Background: an optimization exercise with open tools, aiming at small area. Do not read the settings as production practice. In this exercise RTL edits were held to simulation tests only and were not proved equivalent to the original. Power and IR drop assume default switching activity.

$ cat flow/flow/run.sh
#!/bin/bash
# Layout flow: the standard flow (standard.sh) with these changes.
#  Synthesis: ORFS's synth.tcl with two edits, made here with sed:
#   - Yosys's extract_fa (half/full adder extraction) only runs on the
#     FullAdd module, so the rest of the logic is left to ABC;
#   - ABC uses flow/abc_area.script (area-oriented mapping) instead of
#     ORFS's speed script.
#   Everything else (synth_recipe.tcl's -nofsm -noshare, flatten and renames,
#   the register mapping) is unchanged, so the registers are the standard
#   synthesis's.
#  Placement: port buffers use the smallest buffer cell, buf_1.
#  CTS: clkbuf_4 clock buffers, leaf clusters of up to 10 sinks within
#   35 um, no dummy loads.
set -euo pipefail
W=$PWD
sed -e 's|^  extract_fa {\*}\[dont_use_extract_fa_args\]$|  extract_fa {*}[dont_use_extract_fa_args] FullAdd|' \
    -e 's|^  log_cmd abc {\*}\$abc_args$|  lset abc_args 1 '"$W"'/flow/abc_area.script\n  log_cmd abc {*}$abc_args|' \
    "$FLOW_HOME/scripts/synth.tcl" > own_synth.tcl
grep -q 'extract_fa {\*}\[dont_use_extract_fa_args\] FullAdd' own_synth.tcl
grep -q 'flow/abc_area.script' own_synth.tcl
sed -e "s|^source \$::env(SCRIPTS_DIR)/synth.tcl$|source $W/own_synth.tcl|" synth_recipe.tcl > own_synth_recipe.tcl
grep -q own_synth.tcl own_synth_recipe.tcl
sed -e "s|SYNTH_SCRIPT=[^ ]*|SYNTH_SCRIPT=$W/own_synth_recipe.tcl|" standard.sh > own_standard.sh
grep -q own_synth_recipe.tcl own_standard.sh
bash own_standard.sh \
  "BUFFER_PORTS_ARGS=-buffer_cell sky130_fd_sc_hd__buf_1" \
  "CTS_ARGS=-sink_clustering_enable -repair_clock_nets -dont_use_dummy_load -sink_clustering_size 10 -sink_clustering_max_diameter 35 -buf_list {sky130_fd_sc_hd__clkbuf_2 sky130_fd_sc_hd__clkbuf_4}" \
  finish > standard.log 2>&1
$ cat flow/flow/abc_area.script
&get -n
&st
&dch
&nf -R 1000
&st
&syn2
&dch
&nf -R 1000
&put
topo
stime -c
dnsize -c
$ cat flow/standard.sh
#!/bin/bash
# synth_recipe.tcl (not shown) runs the flow's synth.tcl, then flattens the netlist and writes it again
# the make line also repeats each setting of config.mk as NAME=value (left out here)
make -C /OpenROAD-flow-scripts/flow DESIGN_CONFIG=/design/flow/config.mk WORK_HOME=/design/flow/orfs CLKGATE_MAP_FILE= SYNTH_SCRIPT=/design/flow/synth_recipe.tcl "${@:-finish}"
$ cat flow/config.mk
export PLATFORM = sky130hd
export DESIGN_NAME = TopDesign
export DESIGN_NICKNAME = TopDesign
export VERILOG_FILES = /design/flow/design.v
export SDC_FILE = /design/flow/constraint.sdc
export NUM_CORES = 4
export LEC_CHECK = 0
export CAP_MARGIN = 20
export CORE_MARGIN = 2
export CORE_UTILIZATION = 65
export SLEW_MARGIN = 20
export SYNTH_HIERARCHICAL = 1
$ cat flow/constraint.sdc
create_clock -name core_clock -period 10.0 [get_ports {clk}]
set_input_delay 2.0000 -clock core_clock [delete_from_list [all_inputs] [get_ports {clk}]]
set_output_delay 2.0000 -clock core_clock [all_outputs]
set_load 0.01 [all_outputs]
$ cat flow/design.v
module FullAdd(input logic a, b, c, output logic s, co);
    assign s = a ^ b ^ c;
    assign co = (a & b) | (a & c) | (b & c);
endmodule
module ALU(input logic [7:0] a, b, output logic [7:0] sum);   
    logic [6:0] c;
    assign sum[0] = ~(a[0] ^ b[0]);
    assign c[0] = a[0] | b[0];
    for (genvar i = 1; i < 7; i++) begin : stage
        FullAdd fa(a[i], b[i], c[i-1], sum[i], c[i]);
    end
    assign sum[7] = a[7] ^ b[7] ^ c[6];
endmodule
module SelPair(input logic d0, s0, d1, s1, output logic y);
    assign y = ~((d0 | s0) & (d1 | s1));
endmodule
module Or8(input logic [7:0] a, output logic y);
    assign y = |a;
endmodule
module Sel16(input logic [15:0] d, input logic [15:0] sn, output logic yn);
    logic [7:0] p;
    for (genvar i = 0; i < 8; i++) begin : pair
        SelPair sp(d[2*i], sn[2*i], d[2*i+1], sn[2*i+1], p[i]);
    end
    Or8 n(p, yn);
endmodule
module Predecode4(input logic [1:0] a, output logic [3:0] y);
    assign y = {a[1] & a[0], a[1] & ~a[0], ~a[1] & a[0], ~a[1] & ~a[0]};
endmodule
module Nand2(input logic a, b, output logic y);
    assign y = ~(a & b);
endmodule
module Decode16(input logic [3:0] a, output logic [15:0] sn);
    logic [3:0] lo, hi;
    Predecode4 pl(a[1:0], lo);
    Predecode4 ph(a[3:2], hi);
    for (genvar w = 0; w < 16; w++) begin : word
        Nand2 n(hi[w / 4], lo[w % 4], sn[w]);
    end
endmodule
module Nor2(input logic a, b, output logic y);
    assign y = ~(a | b);
endmodule
module WriteDecode(
    input logic [3:0] wa,
    input logic weR, weM, clr,
    output logic [15:0] deR, deM);
    logic [3:0] hiN, loRN, loMN;
    always_comb
        for (int i = 0; i < 4; i++) begin
            hiN[i]  = ~clr & (wa[3:2] != i);
            loRN[i] = ~clr & ~(weR & (wa[1:0] == i));
            loMN[i] = ~clr & ~(weM & (wa[1:0] == i));
        end
    for (genvar w = 0; w < 16; w++) begin : word
        Nor2 nr(hiN[w / 4], loRN[w % 4], deR[w]);
        Nor2 nm(hiN[w / 4], loMN[w % 4], deM[w]);
    end
endmodule
module RegisterFile(
    input logic clk,
    input logic [15:0] de,
    input logic [7:0] d,
    output logic [127:0] q);
    logic [7:0] m [15:0];
    always_ff @(posedge clk)
        for (int w = 0; w < 16; w++)
            if (de[w])
                m[w] <= d;
    always_comb
        for (int w = 0; w < 16; w++)
            q[8*w +: 8] = m[w];
endmodule
module ReadPort(input logic [127:0] q, input logic [15:0] sn, output logic [7:0] yn);
    for (genvar b = 0; b < 8; b++) begin : bit_
        logic [15:0] col;
        for (genvar w = 0; w < 16; w++) begin : word
            assign col[w] = q[8*w + b];
        end
        Sel16 sel(col, sn, yn[b]);
    end
endmodule
module Debouncer #(parameter DEBOUNCE_CYCLES = 250)
(input logic clk, input logic rst, input logic button, output logic pulse);
localparam logic [7:0] INV = 8'hAA;
localparam logic [7:0] SEED = 8'b00010001;
logic [7:0] u, t, tn;
logic z7, start, fb;
assign t = u ^ INV;
assign z7 = (t[6:0] == 7'd0);                    
assign start = z7 & ~t[7] & button;              
assign fb = (t[7] ^ t[5] ^ t[4] ^ t[3]) & ~z7;
assign tn = rst ? 8'd0 : {t[6:4], t[3] | start, t[2:0], fb | start};
assign pulse = (t == SEED);
always_ff @(posedge clk)
    u <= tn ^ INV;
endmodule
module SevenSegmentDisplay(
    input logic clk,
    input logic rst,
    input logic [3:0] addr,
    input logic [7:0] dataN,       
    output logic [6:0] seg,
    output logic [3:0] an);
    logic [9:0] count;
    logic [7:0] pre;
    logic z7;
    assign z7 = (pre[6:0] == 7'd0);
    always_ff @(posedge clk)
        if (rst) begin
            pre <= 8'd0;
            count[9:8] <= 2'd0;
        end else begin
            pre <= {pre[6:0], pre[7] ^ pre[5] ^ pre[4] ^ pre[3] ^ z7};
            if (z7 & pre[7])
                count[9:8] <= count[9:8] + 2'd1;
        end
    assign count[7:0] = pre;
    logic [3:0] nib;
    always_comb begin
        case (count[9:8])
            2'b00: begin nib = ~dataN[3:0]; an = 4'b1110; end
            2'b01: begin nib = ~dataN[7:4]; an = 4'b1101; end
            2'b10: begin nib = 4'd0;      an = 4'b1011; end
            default: begin nib = addr;    an = 4'b0111; end
        endcase
        if (count[9:8] == 2'b10)
            seg = 7'b0111111;
        else
            case (nib)
                4'd0 : seg = 7'b1000000;
                4'd1 : seg = 7'b1111001;
                4'd2 : seg = 7'b0100100;
                4'd3 : seg = 7'b0110000;
                4'd4 : seg = 7'b0011001;
                4'd5 : seg = 7'b0010010;
                4'd6 : seg = 7'b0000010;
                4'd7 : seg = 7'b1111000;
                4'd8 : seg = 7'b0000000;
                4'd9 : seg = 7'b0010000;
                4'd10: seg = 7'b0001000;
                4'd11: seg = 7'b0000011;
                4'd12: seg = 7'b1000110;
                4'd13: seg = 7'b0100001;
                4'd14: seg = 7'b0000110;
                default: seg = 7'b0001110;
            endcase
    end
endmodule
module InstructionMemory(
    input logic [4:0] readAddress,
    input logic fromRom,
    input logic [15:0] swIns,
    output logic [15:0] fetched, readData2);
    function automatic logic [15:0] rom0(input logic [4:0] a);
        case (a)
            5'd0: rom0 = 16'h2000;
            5'd1: rom0 = 16'h2011;
            5'd2: rom0 = 16'h3200;
            5'd3: rom0 = 16'h3300;
            5'd4: rom0 = 16'h3401;
            5'd5: rom0 = 16'ha921;
            5'd6: rom0 = 16'h4330;
            5'd7: rom0 = 16'h4224;
            5'd8: rom0 = 16'ha500;
            5'd9: rom0 = 16'h0033;
            5'd10: rom0 = 16'h0022;
            5'd11: rom0 = 16'h0033;
            5'd12: rom0 = 16'h4501;
            5'd13: rom0 = 16'h4612;
            5'd14: rom0 = 16'h4723;
            5'd15: rom0 = 16'h4834;
            5'd16: rom0 = 16'h4801;
            5'd17: rom0 = 16'h4923;
            5'd18: rom0 = 16'h4a45;
            5'd19: rom0 = 16'h4b67;
            5'd20: rom0 = 16'h4c89;
            5'd21: rom0 = 16'h4dab;
            5'd22: rom0 = 16'ha000;
            5'd23: rom0 = 16'ha000;
            5'd24: rom0 = 16'ha000;
            5'd25: rom0 = 16'ha000;
            5'd26: rom0 = 16'ha68d;
            5'd27: rom0 = 16'ha29b;
            5'd28: rom0 = 16'h6000;
            5'd29: rom0 = 16'h8000;
            5'd30: rom0 = 16'ha000;
            5'd31: rom0 = 16'he000;
        endcase
    endfunction
    function automatic logic [15:0] rom1(input logic [4:0] a);
        case (a)
            5'd0: rom1 = 16'h2011;
            5'd1: rom1 = 16'h3200;
            5'd2: rom1 = 16'h3300;
            5'd3: rom1 = 16'h3401;
            5'd4: rom1 = 16'ha921;
            5'd5: rom1 = 16'h4330;
            5'd6: rom1 = 16'h4224;
            5'd7: rom1 = 16'ha500;
            5'd8: rom1 = 16'h0033;
            5'd9: rom1 = 16'h0022;
            5'd10: rom1 = 16'h0033;
            5'd11: rom1 = 16'h4501;
            5'd12: rom1 = 16'h4612;
            5'd13: rom1 = 16'h4723;
            5'd14: rom1 = 16'h4834;
            5'd15: rom1 = 16'h4801;
            5'd16: rom1 = 16'h4923;
            5'd17: rom1 = 16'h4a45;
            5'd18: rom1 = 16'h4b67;
            5'd19: rom1 = 16'h4c89;
            5'd20: rom1 = 16'h4dab;
            5'd21: rom1 = 16'ha000;
            5'd22: rom1 = 16'ha000;
            5'd23: rom1 = 16'ha000;
            5'd24: rom1 = 16'ha000;
            5'd25: rom1 = 16'ha68d;
            5'd26: rom1 = 16'ha29b;
            5'd27: rom1 = 16'h6000;
            5'd28: rom1 = 16'h8000;
            5'd29: rom1 = 16'ha000;
            5'd30: rom1 = 16'he000;
            5'd31: rom1 = 16'h2000;
        endcase
    endfunction
    assign fetched = fromRom ? rom0(readAddress) : swIns;
    assign readData2 = rom1(readAddress);
endmodule
module TopDesign
    (
    input logic clk,
    input logic rst,
    input logic [15:0] swIns,
    input logic [4:0] debouncer,
    output logic [15:0] insLed,
    output logic [6:0] seg,
    output logic dp,
    output logic [3:0] an
    );
    logic up, centre, left, right, down;
    Debouncer upButton    (clk, rst, debouncer[1], up);
    Debouncer centerButton(clk, rst, debouncer[0], centre);
    Debouncer rightButton (clk, rst, debouncer[3], right);
    Debouncer leftButton  (clk, rst, debouncer[2], left);
    Debouncer downButton  (clk, rst, debouncer[4], down);
    logic [4:0] pc;
    logic [3:0] memoryAddress;
    logic [15:0] ir;        
    logic irValid;          
    logic [2:0] op;
    logic clr, run, isStore, isLoad, isAdd, isBranch, stop;
    assign op = ir[15:13];
    assign clr = rst | up;
    assign run = irValid;
    assign isStore  = run & (op == 3'b000);
    assign isLoad   = run & (op == 3'b001);
    assign isAdd    = run & (op == 3'b010);
    assign isBranch = run & (op == 3'b101);
    assign stop     = run & (op == 3'b111);
    logic [7:0] regAN, regBN, memPN, memDN, regA, regB, memP, memD;
    assign regA = ~regAN;
    assign regB = ~regBN;
    assign memP = ~memPN;
    assign memD = ~memDN;
    logic [3:0] wAddr;
    logic [7:0] sum, sumN;
    ALU alu(regAN, regBN, sumN);
    assign sum = ~sumN;
    logic [7:0] wData;
    assign wAddr = (ir[12] | op[1]) ? ir[11:8] : ir[7:4];
    always_comb
        if (op[1])
            wData = sum;
        else if (ir[12])
            wData = ir[7:0];
        else if (op[0])
            wData = memP;
        else
            wData = regA;
    logic [127:0] regQ, memQ;
    logic [15:0] selA, selB, selD;
    logic [15:0] deR, deM;
    logic [7:0] dIn;
    assign dIn = wData & {8{~clr}};
    WriteDecode writeDecode(wAddr, isLoad | isAdd, isStore, clr, deR, deM);
    RegisterFile registerFile(clk, deR, dIn, regQ);
    RegisterFile memory(clk, deM, dIn, memQ);
    Decode16 decodeA(ir[3:0], selA);
    Decode16 decodeB(ir[7:4], selB);
    Decode16 decodeD(memoryAddress, selD);
    ReadPort readA(regQ, selA, regAN);
    ReadPort readB(regQ, selB, regBN);
    ReadPort readP(memQ, selA, memPN);
    ReadPort readD(memQ, selD, memDN);
    logic load;
    logic [4:0] pcNext;
    logic [15:0] romWord;
    assign load = (down | centre) & ~left & ~right;
    always_comb
        for (int i = 0; i < 5; i++)
            pcNext[i] = pc[i] ^ (&(pc | ~(5'h1f >> (5 - i))));
    logic [3:0] addrStep, flip;
    assign flip = memoryAddress ^ {4{left}};
    always_comb
        for (int i = 0; i < 4; i++)
            addrStep[i] = memoryAddress[i] ^ (&(flip | ~(4'hf >> (4 - i))));
    InstructionMemory instructions(pc, down, swIns, romWord, insLed);
    always_ff @(posedge clk) begin
        if (rst) begin
            pc <= 5'd0;
            memoryAddress <= 4'd0;
            irValid <= 1'b0;
        end else if (up) begin
            pc <= 5'd0;
        end else if (!stop) begin
            irValid <= load;
            if (left || right)
                memoryAddress <= addrStep;
            else if (down)
                pc <= pcNext;
            else if (!centre && isBranch && (regA[0] == regB[0]))
                pc <= ir[12:8];
        end
        if (!clr && !stop && load)
            ir <= romWord;
    end
    SevenSegmentDisplay display(clk, rst, memoryAddress, memDN, seg, an);
    assign dp = 1'b1;
endmodule
==> results of run 1 <==
==> report_power, final <==
part	internal (uW)	switching [uW]	total (uW)	leakage [uW]
logic	102	235	337	0.00177
registers	1660	90.0	1750	0.00313
clock network	207	397	604	0.000207
total	1970	722	2690	0.00510
==> kinds of logic after synthesis <==
logic type      count (synthesis)  share of synthesized area, %
fa+ha+maj                       6                         0.830
mux                            13                          1.00
buf+inv                        14                         0.415
xor+xnor                       30                          1.82
simple gates                  415                          14.0
other cells                     1                        0.0259
flops                         332                          64.7
compound gates                403                          17.2
==> layout make-up <==
class	count	area share, %
repair buffers	59	1.68
multi-input cells	868	32.9
inverters	12	0.291
well taps	280	2.27
clock buffers	45	2.19
diodes	1	0.0162
flip-flops and latches	332	60.6
==> metal layers <==
layer	up-vias	track usage (%)
met5	-	0
met1	5542	47.9
met3	222	7.20
met4	0	15.7
li1	5122	-
met2	988	58.5
==> per-module statistics from Yosys (local to each module, per instance), a selection <==
module	area, sq um	flip-flops and latches	times used	cells inside
ALU	31.3	0	1	5
FullAdd	20.0	0	6	1
Nand2	3.75	0	48	1
Nor2	3.75	0	32	1
Or8	16.3	0	32	3
Predecode4	22.5	0	6	4
RegisterFile	3840	128	2	128
SelPair	6.26	0	256	1
SevenSegmentDisplay	574	10	1	75
TopDesign	1290	26	1	125
WriteDecode	83.8	0	1	17
==> per-stage QoR <==
stage / hold slack, ps / setup slack, ps / std cells
finish: 319 / 3720 / 1597
global route: 352 / 3400 / 1597
CTS: 336 / 3540 / 1596
detailed placement: 382 / 3630 / 1551
global placement: 374 / 3870 / 1551
floorplan: 370 / 4250 / 1214
==> cell usage in the layout, fill, tap and decap left out, types with 3 or more instances in the layout <==
| master | synthesis | routed |
|---|---|---|
| nand4_1 | 7 | 7 |
| or3_1 | 3 | 3 |
| or2_0 | 5 | 5 |
| mux2_1 | 12 | 12 |
| a211oi_1 | 6 | 6 |
| nand2_1 | 130 | 130 |
| o22ai_1 | 264 | 264 |
| a21oi_2 | 0 | 7 |
| clkinv_1 | 12 | 12 |
| clkbuf_4 | 0 | 45 |
| o21ai_0 | 29 | 29 |
| and4_1 | 11 | 11 |
| o221ai_1 | 4 | 4 |
| buf_4 | 2 | 10 |
| nor4_1 | 65 | 65 |
| a22oi_1 | 3 | 3 |
| and2_0 | 9 | 9 |
| nor3_1 | 9 | 8 |
| xnor2_1 | 17 | 17 |
| o311ai_0 | 3 | 3 |
| nand3_1 | 17 | 17 |
| edfxtp_1 | 272 | 272 |
| dfxtp_1 | 60 | 59 |
| and3_1 | 4 | 4 |
| fa_1 | 6 | 6 |
| buf_1 | 0 | 48 |
| nand2b_1 | 27 | 27 |
| o211ai_1 | 3 | 3 |
| xor2_1 | 13 | 13 |
| a21oi_1 | 61 | 53 |
| nor2_1 | 98 | 97 |
| a31oi_1 | 11 | 11 |
| nor2b_1 | 26 | 26 |
| nor3b_1 | 3 | 3 |
==> how the worst min path moves through the flow <==
stage | slack, ps | depth (start not counted) | end
final | 320 | 1 | centerButton.u[3]
after global routing | 350 | 1 | centerButton.u[3]
after CTS | 340 | 1 | centerButton.u[3]
after detailed placement | 380 | 1 | centerButton.u[3]
after global placement | 370 | 1 | leftButton.u[3]
after floorplan | 370 | 1 | centerButton.u[7]
==> worst register-to-register path, delay by kind of cell (launching register included) <==
family / cells / cell delay, ps
XOR/XNOR: 2 / 280
adder cells (fa/ha/maj): 6 / 2370
AND/OR/NAND/NOR: 5 / 1660
AO/OA/AOI/OAI: 4 / 1110
flip-flops: 1 / 460
==> results_dict.tcl, run 1 <==
set metrics [dict create \
    fill_cells 1544 \
    synth_cell_type_count 50 \
    grt_pass1_wl_microns 64400 \
    gr-total-overflow 0 \
    wl_microns 43100 \
    cts_tree "yes" \
    wl_met1_microns 15500 \
    power_uw 2690 \
    cts_made_buffers 45 \
    track_usage_pct 36.0 \
    dpl-instance-area_sq_um 15100 \
    gp_congestion 1.04 \
    crit_fanout 32 \
    route.met2.wl_microns 20000 \
    grt_max_degree 57 \
    cp.depth 17 \
    syn-num-nets 1243 \
    core_area_sq_um 21800 \
    status "finished clean" \
    drt_iter0_markers 1999 \
    syn_avg_cell_area_sq_um 11.9 \
    synth_area_leaders "edfxtp_1 (56%), o22ai_1 (11%), dfxtp_1 (8.3%)" \
    drive_gt1_share_pct 5.09 \
    crit_start "ir[2]" \
    maxCapViolCount 0 \
    cts.path.max_buffers 3 \
    biggestRegsByFlops "memory.m: 128 flops, registerFile.m: 128 flops, ir: 16 flops" \
    postLayoutCoreUtil_pct 70.8 \
    fmax_mhz 159 \
    syn2layout_area_growth_pct 6.79 \
    stdcell_area_sq_um 15500 \
    synthFlopType "edfxtp_1" \
    cts-root-buf "clkbuf_4" \
    cp_num_buf_inv 0 \
    cp.arrival_ps 6580 \
    clk_pin_slew_ps 110 \
    worstMarginPinSlew_ps 1050 \
    regArea_sq_um 9370 \
    synth_common_cells "edfxtp_1 (272), o22ai_1 (264), nand2_1 (130)" \
    multi_input_area_sq_um 5090 \
    highest_layer "met4" \
    dp_hpwl_microns 30300 \
    path_class "flop to flop" \
    wl_per_cell_microns 27.0 \
    max-slew-margin-rel_pct 29.6 \
    min_path_type "flop to flop" \
    io_pins 51 \
    worstReg2RegEnd "registerFile.m[11][7]" \
    min_period_ps 6280 \
    crit_end "registerFile.m[11][7]" \
    port_buffers 49 \
    fin_skew_ps 129 \
    yosys_warnings 14 \
    p_per_area_nw_per_um2 174 \
    dieWidth_microns 153 \
    drc 0 \
    crit_path_end_kind "flop" \
    synth_edf_count 272 \
    dieArea_sq_um 23500 \
    clk_latency_ps 700 \
    dr.pass1.iters 8 \
    initial_core_util_pct 66.3 \
    worst_path_max_delay_cell "a21oi_4" \
    postCtsSetupRepairBufs 0 \
    cpMostUsedCell "fa_1" \
    p_leak_uw 0.00510 \
    synth_top_area_share_pct 56.4 \
    first_global_vias 11400 \
    ys_ff_latch 332 \
    worst_path_largest_cell_delay_ps 620 \
    rows 54 \
    vias_per_cell 7.44 \
    synth_area_sq_um 14500 \
    syn_inst 1214 \
    async_reset_ff_share_pct 0 \
    yosysMostFrequentCell "edfxtp_1" \
    holdCritStartpoint "centerButton.u[2]" \
    required_ps 10300 \
    htreeDepth 2 \
    antenna_left 0 \
    crit_chain "and2_0, nand2_1, o22ai_1, nor4_1, nand2_1, or2_0, fa_1, fa_1, fa_1, fa_1, fa_1, fa_1, xnor2_1, xnor2_1, a21oi_1, o21ai_0, a21oi_4" \
    yosys.area.top_type "edfxtp_1" \
    cts_resized 0 \
    fin_nets 1347 \
    period_share_pct 62.8 \
    r2r-start "ir[2]" \
    maxSlewViolCount 0 \
    finalHoldViolations 0 \
    finalSetupTns_ps 0 \
    worstSetupStartpointType "flop" \
    rrSetupSlack_ps 3720 \
    path_delay_family "adder cells" \
    antenna_found_initial 2 \
    dr_total_vias 11900 \
    die_h_microns 153 \
    rsz0062_at_grt "no" \
    met3WireLength_microns 5070 \
    vdd_ir_drop_max_uv 185 \
    numClockSinks 332 \
    hold_buffers 0 \
    reg2regPathDepth 17 \
    ys_seq_area_share_pct 64.7 \
    finalSetupViolations 0 \
]
==> run 2: changes to the inputs <==
--- a/flow/flow/run.sh
+++ b/flow/flow/run.sh
@@ -25,4 +25,4 @@
 bash own_standard.sh \
   "BUFFER_PORTS_ARGS=-buffer_cell sky130_fd_sc_hd__buf_1" \
-  "CTS_ARGS=-sink_clustering_enable -repair_clock_nets -dont_use_dummy_load -sink_clustering_size 10 -sink_clustering_max_diameter 35 -buf_list {sky130_fd_sc_hd__clkbuf_2 sky130_fd_sc_hd__clkbuf_4}" \
+  "CTS_ARGS=-sink_clustering_enable -repair_clock_nets -dont_use_dummy_load -sink_clustering_size 12 -sink_clustering_max_diameter 30 -buf_list sky130_fd_sc_hd__clkbuf_4" \
   finish > standard.log 2>&1
--- a/flow/config.mk
+++ b/flow/config.mk
@@ -8,5 +8,5 @@
 export CAP_MARGIN = 20
 export CORE_MARGIN = 2
-export CORE_UTILIZATION = 65
+export CORE_UTILIZATION = 80
 export SLEW_MARGIN = 20
 export SYNTH_HIERARCHICAL = 1
==> run 2 against run 1 <==
Compared with the run above:
- global-route usage is 10 points higher
- still clean on timing, DRC and antenna
- synthesized cell count stayed put
- setup slack got worse by 130 ps
- highest routed layer unchanged
==> results_dict.tcl, run 2 <==
set metrics [dict create \
    crit_path_end_kind "output port" \
    p_clk_share_pct 22.6 \
    cts_made_buffers 45 \
    rows 49 \
    wl_met1_microns 14100 \
    grt_pass1_wl_microns 68000 \
    vias_per_cell 8.18 \
    mostFrequentLayoutCell "edfxtp_1" \
    vdd_ir_drop_max_uv 133 \
    crit_chain "nor2b_1, nand2_1, o22ai_1, nor4_1, nand2_1, o22ai_1, a31oi_1, clkinv_1, and3_1, o21ai_0, o311ai_0, buf_1" \
    fin_nets 1347 \
    n_antenna_cell 0 \
    path_class "flop to output port" \
    antenna_left 0 \
    async_reset_ff_share_pct 0 \
    drc 0 \
    rrSetupSlack_ps 3610 \
    r2r-start "ir[0]" \
    grt_max_degree 57 \
    cp.arrival_ps 4410 \
    antenna_found_initial 0 \
    synth_top_area_share_pct 56.4 \
    syn-num-nets 1243 \
    maxCapViolCount 0 \
    dr.pass1.iters 9 \
    core_area_sq_um 17800 \
    cts-root-buf "clkbuf_4" \
    dieArea_sq_um 19200 \
    fin_cells 1545 \
    finalSetupTns_ps 0 \
    yosys.area.top_type "edfxtp_1" \
    p_int_uw 1960 \
    synth_area_sq_um 14500 \
    yosys_warnings 14 \
    p_seq_share_pct 64.5 \
    syn_avg_cell_area_sq_um 11.9 \
    first_global_vias 12000 \
    p_per_area_nw_per_um2 176 \
    initial_core_util_pct 81.1 \
    worstReg2RegEnd "registerFile.m[10][7]" \
    switchingPower_uw 751 \
    min_period_ps 6410 \
    cts.path.max_buffers 3 \
    crit_fanout 10 \
    placed_cells 1499 \
    highest_layer "met4" \
    die_h_microns 138 \
    hold_buffers 0 \
    finalHoldViolations 0 \
    clk_pin_slew_ps 100 \
    io_pins 51 \
    synthFlopType "edfxtp_1" \
    p_leak_uw 0.00510 \
    synth_common_cells "edfxtp_1 (272), o22ai_1 (264), nand2_1 (130)" \
    route.met2.wl_microns 19800 \
    fmax_mhz 156 \
    yosysMostFrequentCell "edfxtp_1" \
    maxSlewViolCount 0 \
    pwr-share-comb_pct 12.9 \
    ys_ff_latch 332 \
    wl_per_cell_microns 29.0 \
    ys_seq_area_share_pct 64.7 \
    finalSetupViolations 0 \
    pre_cts_ws_ps 3560 \
    rsz0062_at_grt "no" \
    status "finished clean" \
    track_usage_pct 46.3 \
    wl_microns 44800 \
    drt_iter0_markers 2701 \
    reg2regPathDepth 17 \
    crit_end "seg[1]" \
    power_switching_share_pct 27.7 \
    dieWidth_microns 138 \
    min_path_type "flop to flop" \
    clk_latency_ps 690 \
    gr-total-overflow 0 \
    post-route-worst-setup-slack_ps 3590 \
    htreeDepth 2 \
    gp_congestion 1.13 \
    syn_inst 1214 \
    period_share_pct 64.1 \
    numClockSinks 332 \
    stdcell_area_sq_um 15400 \
    final_cell_mix "edfxtp_1 (272), o22ai_1 (264), nand2_1 (130), nor2_1 (97), nor4_1 (65)" \
    synth_area_leaders "edfxtp_1 (56%), o22ai_1 (11%), dfxtp_1 (8.3%)" \
    syn2layout_area_growth_pct 6.35 \
    port_buffers 49 \
    dp_hpwl_microns 31300 \
    drive_gt1_share_pct 5.02 \
    worst_path_max_delay_cell "a31oi_1" \
    fin_skew_ps 100 \
    cts_tree "yes" \
    biggestRegsByFlops "memory.m: 128 flops, registerFile.m: 128 flops, ir: 16 flops" \
    synth_edf_count 272 \
    crit_start "memoryAddress[1]" \
    worst_path_largest_cell_delay_ps 630 \
    worstMarginPinSlew_ps 1170 \
    met3WireLength_microns 7410 \
    postCtsSetupRepairBufs 0 \
    power_uw 2720 \
    synth_cell_type_count 50 \
    dr_total_vias 12600 \
    required_ps 8000 \
    worstSetupStartpointType "flop" \
    cts_resized 0 \
    dpl-instance-area_sq_um 15000 \
    max-slew-margin-rel_pct 22.2 \
]
-- run 2: layout make-up --
| cell class | instances | area, sq um |
|---|---|---|
| clock buffer | 45 | 338 |
| fill | 846 | 2450 |
| inverter | 12 | 45.0 |
| multi-input combinational | 868 | 5090 |
| sequential | 332 | 9370 |
| tap | 229 | 287 |
| timing repair buffer | 59 | 258 |
-- run 2: metrics by stage --
step / hold slack, ps / util [%]
6_report: 378 / 86.3
3_3_place_gp: 374 / 84.2
4_1_cts: 377 / 86.1
3_5_place_dp: 384 / 84.2
2_1_floorplan: 370 / -
5_1_grt: 391 / 86.3
-- run 2: Yosys stat by module, one instance, submodules excluded, a selection --
module             cell area, sq um  flops+latches  times used
ALU                            31.3              0           1
Nor2                           3.75              0          32
InstructionMemory               788              0           1
Or8                            16.3              0          32
RegisterFile                   3840            128           2
TopDesign                      1290             26           1
Nand2                          3.75              0          48
Predecode4                     22.5              0           6
WriteDecode                    83.8              0           1
FullAdd                        20.0              0           6
SelPair                        6.26              0         256
-- run 2: power groups by stage --
stage / sequential (uW) / clock (uW) / combinational [uW]
floorplan: 1730 / 0 / 209
global placement: 1770 / 0 / 312
detailed placement: 1770 / 0 / 330
CTS: 1740 / 606 / 333
global route: 1760 / 660 / 369
finish: 1750 / 613 / 351
-- run 2: kinds of logic after synthesis --
family,Yosys count,synth area share [%]
AO/OA/AOI/OAI,403,17.2
XOR/XNOR,30,1.82
adder cells (fa/ha/maj),6,0.830
buffers and inverters,14,0.415
flip-flops,332,64.7
multiplexers,13,1.00
other,1,0.0259
AND/OR/NAND/NOR,415,14.0
-- run 2: worst max-delay path, delay by kind of cell, from the launching register on --
kind | cells | cell delay [ps]
AND/OR/NAND/NOR | 5 | 1140
flip-flops | 1 | 490
AO/OA/AOI/OAI | 5 | 1580
buffers and inverters | 2 | 530
-- run 2: how the worst min path moves through the flow --
| stage | cells past startpoint | endpoint | slack, ps | from |
|---|---|---|---|---|
| floorplan | 1 | centerButton.u[7] | 370 | centerButton.u[6] |
| global placement | 1 | rightButton.u[3] | 370 | rightButton.u[2] |
| detailed placement | 1 | centerButton.u[7] | 380 | centerButton.u[6] |
| CTS | 1 | centerButton.u[2] | 380 | centerButton.u[1] |
| global route | 1 | upButton.u[3] | 390 | upButton.u[2] |
| finish | 1 | centerButton.u[2] | 380 | centerButton.u[1] |
-- run 2: per-layer routing --
| metal | GRT usage (%) | up-vias |
|---|---|---|
| li1 | - | 5117 |
| met1 | 60.3 | 5659 |
| met2 | 71.7 | 1470 |
| met3 | 14.2 | 386 |
| met4 | 23.4 | 0 |
| met5 | 0 | - |
==> run 3: changes to the inputs <==
--- a/flow/flow/run.sh
+++ b/flow/flow/run.sh
@@ -10,6 +10,5 @@
 #   synthesis's.
 #  Placement: port buffers use the smallest buffer cell, buf_1.
-#  CTS: clkbuf_4 clock buffers, leaf clusters of up to 10 sinks within
-#   35 um, no dummy loads.
+#  CTS: clkbuf_16 leaf clusters of up to 28 sinks, no dummy loads.
 set -euo pipefail
 W=$PWD
@@ -25,4 +24,4 @@
 bash own_standard.sh \
   "BUFFER_PORTS_ARGS=-buffer_cell sky130_fd_sc_hd__buf_1" \
-  "CTS_ARGS=-sink_clustering_enable -repair_clock_nets -dont_use_dummy_load -sink_clustering_size 12 -sink_clustering_max_diameter 30 -buf_list sky130_fd_sc_hd__clkbuf_4" \
+  "CTS_ARGS=-sink_clustering_enable -repair_clock_nets -dont_use_dummy_load -buf_list sky130_fd_sc_hd__clkbuf_8" \
   finish > standard.log 2>&1
--- a/flow/config.mk
+++ b/flow/config.mk
@@ -8,5 +8,5 @@
 export CAP_MARGIN = 20
 export CORE_MARGIN = 2
-export CORE_UTILIZATION = 80
+export CORE_UTILIZATION = 65
 export SLEW_MARGIN = 20
 export SYNTH_HIERARCHICAL = 1
==> run 3 against run 2 <==
Compared with the run above:
- combinational power down 4%
- cell area up 2.7%
- core utilization is 14 points lower
- non-clock buffer count is the same
- flip-flop and latch count is the same
- power increased by 9.6%
- register-to-register slack improved by 150 ps
- clock-buffer cell count grew 5
- hold slack worse by 33 ps
- area after synthesis unchanged
==> results_dict.tcl, run 3 <==
set metrics [dict create \
    status "finished clean" \
    gp_congestion 1.04 \
    path_delay_family "adder cells" \
    crit_fanout 32 \
    post-route-worst-setup-slack_ps 3760 \
    finalSetupViolations 0 \
    p_leak_uw 0.00526 \
    ys_seq_area_share_pct 64.7 \
    syn-num-nets 1243 \
    htreeDepth 2 \
    final_cell_mix "edfxtp_1 (272), o22ai_1 (264), nand2_1 (130), nor2_1 (97), nor4_1 (65)" \
    initial_core_util_pct 66.3 \
    syn_inst 1214 \
    maxCapViolCount 0 \
    cpMostUsedCell "fa_1" \
    vdd_ir_drop_max_uv 159 \
    rows 54 \
    drive_gt1_share_pct 5.45 \
    postCtsSetupRepairBufs 0 \
    yosys_warnings 14 \
    vias_per_cell 7.53 \
    synth_common_cells "edfxtp_1 (272), o22ai_1 (264), nand2_1 (130)" \
    stdcell_area_sq_um 15800 \
    grt_pass1_wl_microns 65200 \
    drt_iter0_markers 2124 \
    synth_area_leaders "edfxtp_1 (56%), o22ai_1 (11%), dfxtp_1 (8.3%)" \
    p_per_area_nw_per_um2 188 \
    rsz0062_at_grt "no" \
    dpl-instance-area_sq_um 15100 \
    biggestRegsByFlops "memory.m: 128 flops, registerFile.m: 128 flops, ir: 16 flops" \
    die_h_microns 153 \
    first_global_vias 11400 \
    synthFlopType "edfxtp_1" \
    drc 0 \
    cts.path.max_buffers 3 \
    dr_total_vias 12100 \
    clk_latency_ps 580 \
    core_area_sq_um 21800 \
    worstSetupStartpointType "flop" \
    worst_path_max_delay_cell "a21oi_4" \
    fin_skew_ps 64.5 \
    finalSetupTns_ps 0 \
    syn_avg_cell_area_sq_um 11.9 \
    wl_per_cell_microns 27.3 \
    synth_cell_type_count 50 \
    required_ps 10210 \
    finalHoldViolations 0 \
    dieArea_sq_um 23500 \
    cts_resized 0 \
    wl_microns 43700 \
    yosys.area.top_type "edfxtp_1" \
    cts-root-buf "clkbuf_8" \
    max-slew-margin-rel_pct 28.3 \
    placed_cells 1551 \
    ys_ff_latch 332 \
    dp_hpwl_microns 30300 \
    dieWidth_microns 153 \
    numClockSinks 332 \
    track_usage_pct 36.5 \
    maxSlewViolCount 0 \
    min_path_type "flop to flop" \
    antenna_found_initial 2 \
    clk_pin_slew_ps 60 \
    yosysMostFrequentCell "edfxtp_1" \
    gr-total-overflow 0 \
    antenna_left 0 \
    worstMarginPinSlew_ps 1070 \
    cts_made_buffers 50 \
    mostFrequentLayoutCell "edfxtp_1" \
    syn2layout_area_growth_pct 9.21 \
    cp.arrival_ps 6450 \
    path_class "flop to flop" \
    fin_cells 1602 \
    synth_top_area_share_pct 56.4 \
    async_reset_ff_share_pct 0 \
    grt_max_degree 57 \
    crit_path_end_kind "flop" \
    dr.pass1.iters 6 \
    hold_buffers 0 \
    cp_num_buf_inv 0 \
    crit_chain "and2_0, nand2_1, o22ai_1, nor4_1, nand2_1, or2_0, fa_1, fa_1, fa_1, fa_1, fa_1, fa_1, xnor2_1, xnor2_1, a21oi_1, o21ai_0, a21oi_4" \
    io_pins 51 \
    pre_cts_ws_ps 3630 \
    synth_edf_count 272 \
    port_buffers 49 \
    period_share_pct 62.4 \
    fmax_mhz 160 \
    fin_nets 1352 \
    worst_path_largest_cell_delay_ps 630 \
    synth_area_sq_um 14500 \
    cts_tree "yes" \
    fin_hold_ws_ps 345 \
    min_period_ps 6240 \
]
run 3: routing by layer:
metal  GRT usage [%]  part of all wire (%)
met5               0                     0
met4            17.4                   6.0
met3            7.77                    12
met2            58.3                    46
met1            48.3                    35
run 3: area by class of cell:
| type | instances | area, sq um |
|---|---|---|
| Fill cell | 1493 | 6020 |
| Tap cell | 280 | 350 |
| Inverter | 12 | 45.0 |
| Antenna cell | 1 | 2.50 |
| Sequential cell | 332 | 9370 |
| Multi-Input combinational cell | 868 | 5090 |
| Clock buffer | 50 | 688 |
| Timing Repair Buffer | 59 | 260 |
run 3: where the power goes:
group          internal, uW  switching, uW
logic                   102            236
registers              1660           90.4
clock network           440            448
total                  2200            775
run 3: kinds of logic after synthesis:
family / synth area share (%)
AO/OA/AOI/OAI: 17.2
XOR/XNOR: 1.82
multiplexers: 1.00
adder cells (fa/ha/maj): 0.830
buffers and inverters: 0.415
AND/OR/NAND/NOR: 14.0
flip-flops: 64.7
other: 0.0259
run 3: worst register-to-register path, cell delays in order, from the launching register on:
cell,delay [ps]
edfxtp_1,450
and2_0,250
nand2_1,580
o22ai_1,190
nor4_1,370
nand2_1,180
or2_0,280
fa_1,400
fa_1,400
fa_1,390
fa_1,390
fa_1,400
fa_1,390
xnor2_1,150
xnor2_1,130
a21oi_1,140
o21ai_0,150
a21oi_4,630
run 3: per-stage QoR:
step / power (uW) / utilization [%]
5_1_grt: 3060 / 72.4
3_5_place_dp: 2100 / 69.2
2_1_floorplan: 1940 / -
3_3_place_gp: 2090 / 69.2
4_1_cts: 2970 / 72.4
6_report: 2980 / 72.4
run 3: worst paths after layout:
kind                          start                    to  slack [ps]  depth (start not counted)
hold reg to reg   centerButton.u[2]     centerButton.u[3]         350                          1
setup reg to reg              ir[2]  registerFile.m[8][7]        3760                         17
hold / removal    centerButton.u[2]     centerButton.u[3]         350                          1
setup / recovery              ir[2]  registerFile.m[8][7]        3760                         17
run 3: per-module statistics from Yosys, one instance, submodules excluded, a selection:
| module | times used | area (sq um) | cells inside |
|---|---|---|---|
| RegisterFile | 2 | 3840 | 128 |
| TopDesign | 1 | 1290 | 125 |
| InstructionMemory | 1 | 788 | 144 |
| SevenSegmentDisplay | 1 | 574 | 75 |
| Debouncer | 5 | 268 | 26 |
| WriteDecode | 1 | 83.8 | 17 |
| ALU | 1 | 31.3 | 5 |
| Predecode4 | 6 | 22.5 | 4 |
| FullAdd | 6 | 20.0 | 1 |
| Or8 | 32 | 16.3 | 3 |
| Nand2 | 48 | 3.75 | 1 |
| Nor2 | 32 | 3.75 | 1 |
==> run 4: changes to the inputs <==
--- a/flow/flow/run.sh
+++ b/flow/flow/run.sh
@@ -24,4 +24,4 @@
 bash own_standard.sh \
   "BUFFER_PORTS_ARGS=-buffer_cell sky130_fd_sc_hd__buf_1" \
-  "CTS_ARGS=-sink_clustering_enable -repair_clock_nets -dont_use_dummy_load -buf_list sky130_fd_sc_hd__clkbuf_8" \
+  "CTS_ARGS=-sink_clustering_enable -repair_clock_nets -dont_use_dummy_load -buf_list sky130_fd_sc_hd__clkbuf_4" \
   finish > standard.log 2>&1
==> run 4 against run 3 <==
Compared with the run above:
- clock-buffer cell count is 31 higher
- hold slack lost 11 ps
- critical path depth is the same
- via count grew 0.51%
- register-to-register slack hardly changed
- still clean on timing, DRC and antenna
- first-iteration DRC count is 4.6% lower
- area after synthesis unchanged
==> results_dict.tcl, run 4 <==
set metrics [dict create \
    status "finished clean" \
    synth_area_leaders "edfxtp_1 (56%), o22ai_1 (11%), dfxtp_1 (8.3%)" \
    postLayoutCoreUtil_pct 72.1 \
    wl_per_cell_microns 26.9 \
    cp_num_buf_inv 0 \
    fmax_mhz 160 \
    worst_path_max_delay_cell "a21oi_4" \
    mostFrequentLayoutCell "edfxtp_1" \
    maxSlewViolCount 0 \
    antenna_left 0 \
    cp.arrival_ps 6550 \
    cpMostUsedCell "fa_1" \
    worstMarginPinSlew_ps 1040 \
    hold_buffers 0 \
    path_delay_family "adder cells" \
    track_usage_pct 36.7 \
    synth_cell_type_count 50 \
    synthFlopType "edfxtp_1" \
    vdd_ir_drop_max_uv 189 \
    required_ps 10310 \
    grt_max_degree 57 \
    final_cell_mix "edfxtp_1 (272), o22ai_1 (264), nand2_1 (130), nor2_1 (97), clkbuf_4 (81)" \
    first_global_vias 11700 \
    synth_edf_count 272 \
    ys_seq_area_share_pct 64.7 \
    dr.pass1.iters 8 \
    vias_per_cell 7.42 \
    die_h_microns 153 \
    finalSetupViolations 0 \
    cts-root-buf "clkbuf_4" \
    period_share_pct 62.4 \
    biggestRegsByFlops "memory.m: 128 flops, registerFile.m: 128 flops, ir: 16 flops" \
    syn_avg_cell_area_sq_um 11.9 \
    p_per_area_nw_per_um2 184 \
    worst_path_largest_cell_delay_ps 630 \
    cts_tree "yes" \
    gp_congestion 1.04 \
    dieArea_sq_um 23500 \
    synth_top_area_share_pct 56.4 \
    grt_pass1_wl_microns 65500 \
    synth_area_sq_um 14500 \
    yosys_warnings 14 \
    p_leak_uw 0.00527 \
    syn-num-nets 1243 \
    min_period_ps 6240 \
    yosysMostFrequentCell "edfxtp_1" \
    clk_pin_slew_ps 60 \
    async_reset_ff_share_pct 0 \
    ys_ff_latch 332 \
    crit_fanout 32 \
    cts.path.max_buffers 3 \
    min_path_type "flop to flop" \
    crit_path_end_kind "flop" \
    maxCapViolCount 0 \
    fin_nets 1383 \
    syn_inst 1214 \
    post-route-worst-setup-slack_ps 3760 \
    dr_total_vias 12100 \
    crit_chain "and2_0, nand2_1, o22ai_1, nor4_1, nand2_1, or2_0, fa_1, fa_1, fa_1, fa_1, fa_1, fa_1, xnor2_1, xnor2_1, a21oi_1, o21ai_0, a21oi_4" \
    core_area_sq_um 21800 \
    cts_resized 0 \
    io_pins 51 \
    postCtsSetupRepairBufs 0 \
    antenna_found_initial 2 \
    drt_iter0_markers 2027 \
    pre_cts_ws_ps 3630 \
    fill_cells 1506 \
    cts_made_buffers 81 \
    finalHoldViolations 0 \
    path_class "flop to flop" \
    yosys.area.top_type "edfxtp_1" \
    power_uw 2900 \
    port_buffers 49 \
    rows 54 \
    drive_gt1_share_pct 7.62 \
    finalSetupTns_ps 0 \
    worstSetupStartpointType "flop" \
    drc 0 \
    initial_core_util_pct 66.3 \
    max-slew-margin-rel_pct 30.4 \
    dp_hpwl_microns 30300 \
    fin_skew_ps 108 \
    rsz0062_at_grt "no" \
    numClockSinks 332 \
    gr-total-overflow 0 \
    clk_latency_ps 700 \
    synth_common_cells "edfxtp_1 (272), o22ai_1 (264), nand2_1 (130)" \
    dieWidth_microns 153 \
    wl_microns 43900 \
    syn2layout_area_growth_pct 8.67 \
    htreeDepth 3 \
]
==> run 4: cell counts after synthesis <==
Identical to the previous run, type by type.
==> run 4: final timing paths <==
kind,from,end,slack [ps],cells past startpoint
max,ir[2],registerFile.m[15][7],3760,17
min,centerButton.u[2],centerButton.u[3],330,1
max reg2reg,ir[2],registerFile.m[15][7],3760,17
min reg2reg,centerButton.u[2],centerButton.u[3],330,1
==> run 4: cell families (layout without fill, tap and decap cells) <==
| kind of cell | after synthesis | count (layout) | synth area share [%] |
|---|---|---|---|
| compound gates | 403 | 403 | 17.2 |
| buf+inv | 14 | 152 | 0.415 |
| mux | 13 | 13 | 1.00 |
| xor+xnor | 30 | 30 | 1.82 |
| other cells | 1 | 3 | 0.0259 |
| simple gates | 415 | 415 | 14.0 |
| flops | 332 | 332 | 64.7 |
| fa+ha+maj | 6 | 6 | 0.830 |
==> run 4: modules after synthesis (local to each module, per instance), a selection <==
module               cells  copies in the design
ALU                      5                     1
Debouncer               26                     5
FullAdd                  1                     6
InstructionMemory      144                     1
Nand2                    1                    48
Nor2                     1                    32
Or8                      3                    32
Predecode4               4                     6
RegisterFile           128                     2
SelPair                  1                   256
SevenSegmentDisplay     75                     1
TopDesign              125                     1
WriteDecode             17                     1
==> run 4: power breakdown <==
part,total (uW),leakage [uW],internal [uW],switching [uW]
clock,809,0.000373,368,441
sequential,1750,0.00313,1660,90.4
combinational,339,0.00177,102,236
==> run 4: through the flow <==
| stage | hold slack, ps | area, sq um | std cells |
|---|---|---|---|
| 6_report | 334 | 15700 | 1634 |
| 5_1_grt | 352 | 15700 | 1633 |
| 4_1_cts | 339 | 15700 | 1632 |
| 3_5_place_dp | 382 | 15100 | 1551 |
| 3_3_place_gp | 374 | 15100 | 1551 |
| 2_1_floorplan | 370 | 14500 | 1214 |
==> run 4: worst reg2reg max path: cells and delay by family, from the launching register on <==
kind,cells,cell delay [ps]
AOI/OAI and AO/OA,4,1120
xor gates and xnor gates,2,280
adders and majority gates,6,2380
DFF,1,450
and+or+nand+nor,5,1640
==> run 4: area by class of cell <==
class,instances,area (sq um),share of cell area [%]
inverter,12,45.0,0.286
tap,280,350,2.23
timing repair buffer,59,260,1.65
sequential,332,9370,59.6
clock buffer,81,608,3.87
antenna,2,5.00,0.0318
multi-input combinational,868,5090,32.3
==> run 4: metal layers <==
layer	track usage, %	routed length, microns	share of wire (%)	vias to the layer above
li1	-	-	-	5208
met1	48.1	15300	35	5608
met2	58.7	20500	47	1083
met3	8.19	5560	13	221
met4	18.0	2540	5.8	0
met5	0	0	0	-
==> run 5: changes to the inputs <==
--- a/flow/flow/run.sh
+++ b/flow/flow/run.sh
@@ -24,4 +24,4 @@
 bash own_standard.sh \
   "BUFFER_PORTS_ARGS=-buffer_cell sky130_fd_sc_hd__buf_1" \
-  "CTS_ARGS=-sink_clustering_enable -repair_clock_nets -dont_use_dummy_load -buf_list sky130_fd_sc_hd__clkbuf_4" \
+  "CTS_ARGS=-sink_clustering_enable -repair_clock_nets -dont_use_dummy_load -sink_clustering_size 12 -sink_clustering_max_diameter 35 -buf_list sky130_fd_sc_hd__clkbuf_4" \
   finish > standard.log 2>&1
==> run 5 against run 4 <==
Compared with the run above:
- still clean on timing, DRC and antenna
- area after synthesis did not move
- sequential share of layout area rose by 1.1 points
- clock skew grew 27 ps
- synthesized cell count is the same
- critical path type unchanged
==> results_dict.tcl, run 5 <==
set metrics [dict create \
    cts_resized 0 \
    min_period_ps 6330 \
    biggestRegsByFlops "memory.m: 128 flops, registerFile.m: 128 flops, ir: 16 flops" \
    die_h_microns 153 \
    synthFlopType "edfxtp_1" \
    required_ps 10300 \
    ys_ff_latch 332 \
    dr_total_vias 12000 \
    initial_core_util_pct 66.3 \
    wl_microns 43300 \
    antenna_left 0 \
    placed_cells 1551 \
    grt_max_degree 57 \
    maxSlewViolCount 0 \
    htreeDepth 2 \
    cp.arrival_ps 6620 \
    clk_latency_ps 690 \
    vias_per_cell 7.49 \
    path_class "flop to flop" \
    rsz0062_at_grt "no" \
    vdd_ir_drop_max_uv 157 \
    mostFrequentLayoutCell "edfxtp_1" \
    first_global_vias 11400 \
    dr.pass1.iters 8 \
    synth_area_sq_um 14500 \
    clk_pin_slew_ps 110 \
    synth_common_cells "edfxtp_1 (272), o22ai_1 (264), nand2_1 (130)" \
    status "finished clean" \
    maxCapViolCount 0 \
    gr-total-overflow 0 \
    min_path_type "flop to flop" \
    fin_nets 1346 \
    cts.path.max_buffers 3 \
    numClockSinks 332 \
    fin_cells 1597 \
    ys_seq_area_share_pct 64.7 \
    p_leak_uw 0.00510 \
    max-slew-margin-rel_pct 28.6 \
    final_cell_mix "edfxtp_1 (272), o22ai_1 (264), nand2_1 (130), nor2_1 (97), nor4_1 (65)" \
    period_share_pct 63.3 \
    hold_buffers 0 \
    gp_congestion 1.04 \
    yosys.area.top_type "edfxtp_1" \
    synth_top_area_share_pct 56.4 \
    yosys_warnings 14 \
    drive_gt1_share_pct 5.02 \
    antenna_found_initial 2 \
    synth_cell_type_count 50 \
    postCtsSetupRepairBufs 0 \
    wl_per_cell_microns 27.1 \
    syn_avg_cell_area_sq_um 11.9 \
    fmax_mhz 158 \
    rows 54 \
    core_area_sq_um 21800 \
    syn-num-nets 1243 \
    synth_area_leaders "edfxtp_1 (56%), o22ai_1 (11%), dfxtp_1 (8.3%)" \
    rrSetupSlack_ps 3670 \
    yosysMostFrequentCell "edfxtp_1" \
    worstMarginPinSlew_ps 1070 \
    finalSetupViolations 0 \
    p_per_area_nw_per_um2 174 \
    dp_hpwl_microns 30300 \
    fin_skew_ps 135 \
    dieWidth_microns 153 \
    async_reset_ff_share_pct 0 \
    drt_iter0_markers 2201 \
    cts-root-buf "clkbuf_4" \
    crit_fanout 32 \
    dieArea_sq_um 23500 \
    finalSetupTns_ps 0 \
    syn2layout_area_growth_pct 6.75 \
    cts_made_buffers 44 \
    track_usage_pct 36.2 \
    drc 0 \
    fill_cells 1552 \
    cts_tree "yes" \
    synth_edf_count 272 \
    io_pins 51 \
    port_buffers 49 \
    worstSetupStartpointType "flop" \
    crit_path_end_kind "flop" \
    syn_inst 1214 \
    grt_pass1_wl_microns 64700 \
    finalHoldViolations 0 \
]
[run 5: cell count changes in the layout (fill, tap and decap cells not counted), sizes merged]
cell    change
clkbuf     -37
[run 5: through the flow]
step	power (uW)	area, sq um	setup WS (ps)	util (%)	hold slack, ps
after floorplan	1940	14500	4250	-	370
after global placement	2090	15100	3870	69.2	374
after detailed placement	2100	15100	3630	69.2	382
after CTS	2680	15400	3520	70.7	356
after global routing	2780	15400	3360	70.8	368
final	2680	15400	3670	70.8	344
[run 5: logic make-up after synthesis]
kind of cell,Yosys count,synth area share [%]
AND/OR/NAND/NOR,415,14.0
AO/OA/AOI/OAI,403,17.2
flip-flops,332,64.7
XOR/XNOR,30,1.82
buffers and inverters,14,0.415
multiplexers,13,1.00
adder cells (fa/ha/maj),6,0.830
other,1,0.0259
[run 5: power breakdown]
group,total [uW],switching [uW],leakage [uW],internal [uW]
clock network,599,396,0.000202,202
registers,1750,90.1,0.00313,1660
logic,338,236,0.00177,102
[run 5: per-layer routing]
metal / vias up / wire length [microns] / GRT usage, %
li1: 5125 / - / -
met1: 5530 / 15600 / 48.2
met2: 1061 / 20000 / 58.1
met3: 239 / 5270 / 7.71
met4: 0 / 2480 / 16.1
met5: - / 0 / 0
[run 5: final timing paths]
| check | cells after the start | start | to |
|---|---|---|---|
| setup / recovery | 17 | ir[2] | registerFile.m[11][7] |
| hold / removal | 1 | centerButton.u[2] | centerButton.u[3] |
| setup reg to reg | 17 | ir[2] | registerFile.m[11][7] |
| hold reg to reg | 1 | centerButton.u[2] | centerButton.u[3] |
[run 5: critical path, stage by stage, from the launching register on]
cell and delay [ps]:
edfxtp_1 470, and2_0 240, nand2_1 560, o22ai_1 190
nor4_1 390, nand2_1 180, or2_0 280, fa_1 400
fa_1 400, fa_1 390, fa_1 390, fa_1 400
fa_1 390, xnor2_1 190, xnor2_1 90, a21oi_1 140
o21ai_0 150, a21oi_4 640
[run 5: final cells by class]
| type | instances | area (sq um) | share of cell area, % |
|---|---|---|---|
| diodes | 2 | 5.00 | 0.0324 |
| clock buffers | 44 | 330 | 2.14 |
| inverters | 12 | 45.0 | 0.292 |
| multi-input cells | 868 | 5090 | 32.9 |
| flip-flops and latches | 332 | 9370 | 60.7 |
| well taps | 280 | 350 | 2.27 |
| repair buffers | 59 | 260 | 1.68 |
[run 5: modules after synthesis (local to each module, per instance), excerpt]
module               cells inside  flops+latches
SelPair                         1              0
Nor2                            1              0
WriteDecode                    17              0
Debouncer                      26              8
InstructionMemory             144              0
Predecode4                      4              0
FullAdd                         1              0
Or8                             3              0
TopDesign                     125             26
Nand2                           1              0
ALU                             5              0
RegisterFile                  128            128
SevenSegmentDisplay            75             10
==> run 6: changes to the inputs <==
--- a/flow/design.v
+++ b/flow/design.v
@@ -103,5 +103,5 @@
     output logic [6:0] seg,
     output logic [3:0] an);
-    logic [9:0] count;
+    logic [1:0] digit;
     logic [7:0] pre;
     logic z7;
@@ -110,14 +110,13 @@
         if (rst) begin
             pre <= 8'd0;
-            count[9:8] <= 2'd0;
+            digit <= 2'd0;
         end else begin
             pre <= {pre[6:0], pre[7] ^ pre[5] ^ pre[4] ^ pre[3] ^ z7};
             if (z7 & pre[7])
-                count[9:8] <= count[9:8] + 2'd1;
+                digit <= digit + 2'd1;
         end
-    assign count[7:0] = pre;
     logic [3:0] nib;
     always_comb begin
-        case (count[9:8])
+        case (digit)
             2'b00: begin nib = ~dataN[3:0]; an = 4'b1110; end
             2'b01: begin nib = ~dataN[7:4]; an = 4'b1101; end
@@ -125,5 +124,5 @@
             default: begin nib = addr;    an = 4'b0111; end
         endcase
-        if (count[9:8] == 2'b10)
+        if (digit == 2'b10)
             seg = 7'b0111111;
         else
--- a/flow/flow/run.sh
+++ b/flow/flow/run.sh
@@ -10,5 +10,6 @@
 #   synthesis's.
 #  Placement: port buffers use the smallest buffer cell, buf_1.
-#  CTS: clkbuf_16 leaf clusters of up to 28 sinks, no dummy loads.
+#  CTS: clkbuf_4 clock buffers, leaf clusters of up to 10 sinks within
+#   70 um, no dummy loads.
 set -euo pipefail
 W=$PWD
@@ -24,4 +25,4 @@
 bash own_standard.sh \
   "BUFFER_PORTS_ARGS=-buffer_cell sky130_fd_sc_hd__buf_1" \
-  "CTS_ARGS=-sink_clustering_enable -repair_clock_nets -dont_use_dummy_load -sink_clustering_size 12 -sink_clustering_max_diameter 35 -buf_list sky130_fd_sc_hd__clkbuf_4" \
+  "CTS_ARGS=-sink_clustering_enable -repair_clock_nets -sink_clustering_size 10 -sink_clustering_max_diameter 70 -buf_list sky130_fd_sc_hd__clkbuf_4 -dont_use_dummy_load" \
   finish > standard.log 2>&1
==> run 6 against run 5 <==
Compared with the run above:
- hold slack got worse by 1.1 ps
- largest power group unchanged
- largest cell class unchanged
- critical path type unchanged
- via count decreased by 0.36%
- critical path depth unchanged
- combinational power about the same
==> results_dict.tcl, run 6 <==
set metrics [dict create \
    status "finished clean" \
    cp.arrival_ps 6540 \
    maxCapViolCount 0 \
    worstSetupStartpointType "flop" \
    post-route-worst-setup-slack_ps 3790 \
    vias_per_cell 7.49 \
    wl_per_cell_microns 27.2 \
    antenna_found_initial 2 \
    worst_path_max_delay_cell "a21oi_4" \
    pre_cts_ws_ps 3630 \
    synth_common_cells "edfxtp_1 (272), o22ai_1 (264), nand2_1 (130)" \
    dieArea_sq_um 23500 \
    path_class "flop to flop" \
    worst_path_largest_cell_delay_ps 600 \
    cts_resized 0 \
    core_area_sq_um 21800 \
    p_per_area_nw_per_um2 173 \
    htreeDepth 2 \
    period_share_pct 62.1 \
    finalSetupViolations 0 \
    synth_cell_type_count 50 \
    postLayoutCoreUtil_pct 70.6 \
    mostFrequentLayoutCell "edfxtp_1" \
    clk_pin_slew_ps 100 \
    yosysMostFrequentCell "edfxtp_1" \
    drc 0 \
    fin_skew_ps 60.4 \
    min_period_ps 6210 \
    ys_seq_area_share_pct 64.7 \
    grt_use_met2_pct 58.5 \
    track_usage_pct 36.2 \
    yosys.area.top_type "edfxtp_1" \
    port_buffers 49 \
    initial_core_util_pct 66.3 \
    die_h_microns 153 \
    synth_area_sq_um 14500 \
    power_uw 2660 \
    postCtsSetupRepairBufs 0 \
    finalHoldViolations 0 \
    dieWidth_microns 153 \
    cts_made_buffers 39 \
    rows 54 \
    required_ps 10330 \
    grt_max_degree 57 \
    synth_area_leaders "edfxtp_1 (56%), o22ai_1 (11%), dfxtp_1 (8.3%)" \
    syn_avg_cell_area_sq_um 11.9 \
    fin_nets 1341 \
    min_path_type "flop to flop" \
    max-slew-margin-rel_pct 28.9 \
    rsz0062_at_grt "no" \
    syn2layout_area_growth_pct 6.48 \
    crit_fanout 32 \
    gr-total-overflow 0 \
    wl_microns 43300 \
    fin_hold_ws_ps 343 \
    worstMarginPinSlew_ps 1070 \
    biggestRegsByFlops "memory.m: 128 flops, registerFile.m: 128 flops, ir: 16 flops" \
    p_leak_uw 0.00508 \
    cts.path.max_buffers 3 \
    synth_edf_count 272 \
    crit_chain "and2_0, nand2_1, o22ai_1, nor4_1, nand2_1, or2_0, fa_1, fa_1, fa_1, fa_1, fa_1, fa_1, xnor2_1, xnor2_1, a21oi_1, o21ai_0, a21oi_4" \
    antenna_left 0 \
    final_cell_mix "edfxtp_1 (272), o22ai_1 (264), nand2_1 (130), nor2_1 (97), nor4_1 (65)" \
    finalSetupTns_ps 0 \
    grt_pass1_wl_microns 64600 \
    synthFlopType "edfxtp_1" \
    async_reset_ff_share_pct 0 \
    first_global_vias 11400 \
    cpMostUsedCell "fa_1" \
    gp_congestion 1.04 \
    syn_inst 1214 \
    cp_num_buf_inv 0 \
    grtUsageMet3_pct 7.06 \
    fmax_mhz 161 \
    clk_latency_ps 690 \
    dr.pass1.iters 7 \
    path_delay_family "adder cells" \
    dp_hpwl_microns 30300 \
    use_met1_pct 48.0 \
    cts_tree "yes" \
    dr_total_vias 11900 \
    crit_path_end_kind "flop" \
    numClockSinks 332 \
    drt_iter0_markers 2016 \
    vdd_ir_drop_max_uv 150 \
    drive_gt1_share_pct 4.66 \
    maxSlewViolCount 0 \
    yosys_warnings 13 \
    io_pins 51 \
    hold_buffers 0 \
    cts-root-buf "clkbuf_4" \
    ys_ff_latch 332 \
    grt-busiest-layer "met2" \
    synth_top_area_share_pct 56.4 \
    syn-num-nets 1243 \
]
## run 6: per-module statistics from Yosys (local to each module, per instance), a selection
module             flip-flops and latches  cells inside
Nor2                                    0             1
Debouncer                               8            26
InstructionMemory                       0           144
WriteDecode                             0            17
SelPair                                 0             1
Predecode4                              0             4
Or8                                     0             3
Nand2                                   0             1
RegisterFile                          128           128
## run 6: routing by layer
| metal | vias to the layer above | share of wire, % |
|---|---|---|
| met1 | 5589 | 36 |
| met3 | 207 | 12 |
| met4 | 0 | 5.5 |
| met2 | 1006 | 47 |
| li1 | 5110 | - |
| met5 | - | 0 |
## run 6: cell families (layout without fill, tap and decap cells)
| kind of cell | count (synthesis) | count (layout) | synth area share, % |
|---|---|---|---|
| flops | 332 | 332 | 64.7 |
| compound gates | 403 | 403 | 17.2 |
| other cells | 1 | 2 | 0.0259 |
| mux | 13 | 13 | 1.00 |
| fa+ha+maj | 6 | 6 | 0.830 |
| buf+inv | 14 | 110 | 0.415 |
| xor+xnor | 30 | 30 | 1.82 |
| simple gates | 415 | 415 | 14.0 |
## run 6: report_power, final
group	total (uW)	internal, uW	leakage, uW	switching, uW
registers	1750	1660	0.00313	90.1
logic	338	102	0.00177	235
clock network	578	180	0.000179	398
## run 6: per-stage QoR
| stage | std cells | instance area (sq um) |
|---|---|---|
| after detailed placement | 1551 | 15100 |
| after global placement | 1551 | 15100 |
| final | 1591 | 15400 |
| after global routing | 1591 | 15400 |
| after floorplan | 1214 | 14500 |
| after CTS | 1590 | 15400 |
## run 6: final cells by class
type                       count  area (sq um)
antenna                        1          2.50
clock buffer                  39           293
fill                        1549          6410
inverter                      12          45.0
multi-input combinational    868          5090
sequential                   332          9370
tap                          280           350
timing repair buffer          59           260
## run 6: worst paths after layout
check | startpoint | end | slack, ps | cells past startpoint
min reg2reg | leftButton.u[1] | leftButton.u[2] | 340 | 1
max | ir[3] | registerFile.m[1][7] | 3790 | 17
max reg2reg | ir[3] | registerFile.m[1][7] | 3790 | 17
min | leftButton.u[1] | leftButton.u[2] | 340 | 1
==> run 7: changes to the inputs <==
--- a/flow/design.v
+++ b/flow/design.v
@@ -258,9 +258,8 @@
     assign isBranch = run & (op == 3'b101);
     assign stop     = run & (op == 3'b111);
-    logic [7:0] regAN, regBN, memPN, memDN, regA, regB, memP, memD;
+    logic [7:0] regAN, regBN, memPN, memDN, regA, regB, memP;
     assign regA = ~regAN;
     assign regB = ~regBN;
     assign memP = ~memPN;
-    assign memD = ~memDN;
     logic [3:0] wAddr;
     logic [7:0] sum, sumN;
==> run 7 against run 6 <==
Compared with the run above:
- setup slack is the same
- still clean on timing, DRC and antenna
- final cell count did not move
- area after synthesis did not move
- global-route usage is the same
- critical path type unchanged
- combinational power about the same
- critical endpoint unchanged
- synthesized cell count stayed put
- sequential share of layout area unchanged
- clock power is essentially flat
==> results_dict.tcl, run 7 <==
set metrics [dict create \
    status "finished clean" \
    wl_microns 43300 \
    port_buffers 49 \
    required_ps 10330 \
    grt_max_degree 57 \
    cp_num_buf_inv 0 \
    worstMarginPinSlew_ps 1070 \
    initial_core_util_pct 66.3 \
    cts_made_buffers 39 \
    mostFrequentLayoutCell "edfxtp_1" \
    vias_per_cell 7.49 \
    post-route-worst-setup-slack_ps 3790 \
    syn_inst 1214 \
    drt_iter0_markers 2016 \
    cpMostUsedCell "fa_1" \
    hold_buffers 0 \
    wl_per_cell_microns 27.2 \
    gp_congestion 1.04 \
    min_path_cells 1 \
    synthFlopType "edfxtp_1" \
    syn2layout_area_growth_pct 6.48 \
    gr-total-overflow 0 \
    grt_use_met2_pct 58.5 \
    fin_nets 1341 \
    dieArea_sq_um 23500 \
    period_share_pct 62.1 \
    maxSlewViolCount 0 \
    cts_resized 0 \
    syn-num-nets 1243 \
    fill_cells 1549 \
    ys_seq_area_share_pct 64.7 \
    crit_fanout 32 \
    synth_top_area_share_pct 56.4 \
    finalSetupTns_ps 0 \
    cts.path.max_buffers 3 \
    grt-busiest-layer "met2" \
    io_pins 51 \
    syn_avg_cell_area_sq_um 11.9 \
    die_h_microns 153 \
    fmax_mhz 161 \
    synth_edf_count 272 \
    ys_ff_latch 332 \
    worstSetupStartpointType "flop" \
    yosys.area.top_type "edfxtp_1" \
    dieWidth_microns 153 \
    first_global_vias 11400 \
    yosysMostFrequentCell "edfxtp_1" \
    multi_input_area_sq_um 5090 \
    rows 54 \
    final_cell_mix "edfxtp_1 (272), o22ai_1 (264), nand2_1 (130), nor2_1 (97), nor4_1 (65)" \
    cts_tree "yes" \
    pre_cts_ws_ps 3630 \
    clk_latency_ps 690 \
    clk_pin_slew_ps 100 \
    synth_area_leaders "edfxtp_1 (56%), o22ai_1 (11%), dfxtp_1 (8.3%)" \
    core_area_sq_um 21800 \
    synth_area_sq_um 14500 \
    antenna_found_initial 2 \
    maxCapViolCount 0 \
    numClockSinks 332 \
    yosys_warnings 13 \
    fin_skew_ps 60.4 \
    p_per_area_nw_per_um2 173 \
    htreeDepth 2 \
    path_delay_family "adder cells" \
    async_reset_ff_share_pct 0 \
    biggestRegsByFlops "memory.m: 128 flops, registerFile.m: 128 flops, ir: 16 flops" \
    finalHoldViolations 0 \
    worst_path_largest_cell_delay_ps 600 \
    grtUsageMet3_pct 7.06 \
    postCtsSetupRepairBufs 0 \
]
==> run 7: cell counts after synthesis <==
Identical to the previous run, type by type.
==> run 7: kinds of logic after synthesis <==
| logic type | after synthesis | share of synthesized area [%] |
|---|---|---|
| AOI/OAI and AO/OA | 403 | 17.2 |
| xor gates and xnor gates | 30 | 1.82 |
| adders and majority gates | 6 | 0.830 |
| buffers and inverters | 14 | 0.415 |
| DFF | 332 | 64.7 |
| muxes | 13 | 1.00 |
| other | 1 | 0.0259 |
| and+or+nand+nor | 415 | 14.0 |
==> run 7: final cells by class <==
cell class                      count  area share, %
Antenna cell                        1         0.0162
Tap cell                          280           2.27
Multi-Input combinational cell    868           33.0
Sequential cell                   332           60.8
Timing Repair Buffer               59           1.69
Clock buffer                       39           1.90
Inverter                           12          0.292
==> run 7: report_power, final <==
group	switching, uW	internal, uW	total [uW]	leakage (uW)
combinational	235	102	338	0.00177
clock	398	180	578	0.000179
sequential	90.1	1660	1750	0.00313
total	723	1940	2660	0.00508
==> run 7: worst reg2reg max path, cell delays in order, from the launching register on <==
cell	delay [ps]
edfxtp_1	480
and2_0	230
nand2_1	570
o22ai_1	190
nor4_1	370
nand2_1	170
or2_0	280
fa_1	400
fa_1	400
fa_1	400
fa_1	390
fa_1	400
fa_1	390
xnor2_1	150
xnor2_1	130
a21oi_1	140
o21ai_0	160
a21oi_4	610
==> run 7: per-stage QoR <==
stage / hold slack (ps) / instances / cell area (sq um) / util [%]
floorplan: 370 / 1214 / 14500 / -
global placement: 374 / 1551 / 15100 / 69.2
detailed placement: 382 / 1551 / 15100 / 69.2
CTS: 340 / 1590 / 15400 / 70.5
global route: 338 / 1591 / 15400 / 70.6
finish: 343 / 1591 / 15400 / 70.6
==> run 7: Yosys stat by module, one instance, submodules excluded, excerpt <==
module / flops+latches / cells inside / cell area [sq um]
Nor2: 0 / 1 / 3.75
RegisterFile: 128 / 128 / 3840
ALU: 0 / 5 / 31.3
SevenSegmentDisplay: 10 / 75 / 574
TopDesign: 26 / 125 / 1290
WriteDecode: 0 / 17 / 83.8
Nand2: 0 / 1 / 3.75
InstructionMemory: 0 / 144 / 788
Or8: 0 / 3 / 16.3
FullAdd: 0 / 1 / 20.0
==> run 7: final timing paths <==
check / start / to / slack, ps
max reg2reg: ir[3] / registerFile.m[1][7] / 3790
min: leftButton.u[1] / leftButton.u[2] / 340
max: ir[3] / registerFile.m[1][7] / 3790
min reg2reg: leftButton.u[1] / leftButton.u[2] / 340
==> run 7: per-layer routing <==
layer	vias to the layer above	routed length [microns]
li1	5110	-
met1	5589	15500
met2	1006	20200
met3	207	5140
met4	0	2360
met5	-	0

Setup slack of run 7, layout unchanged: 3.792 ns with ideal ports, 3.792 ns with driving cells assumed (clock clkbuf_16, inputs buf_2), 3.792 ns with port delays also shifted by the 0.697 ns mid clock arrival.
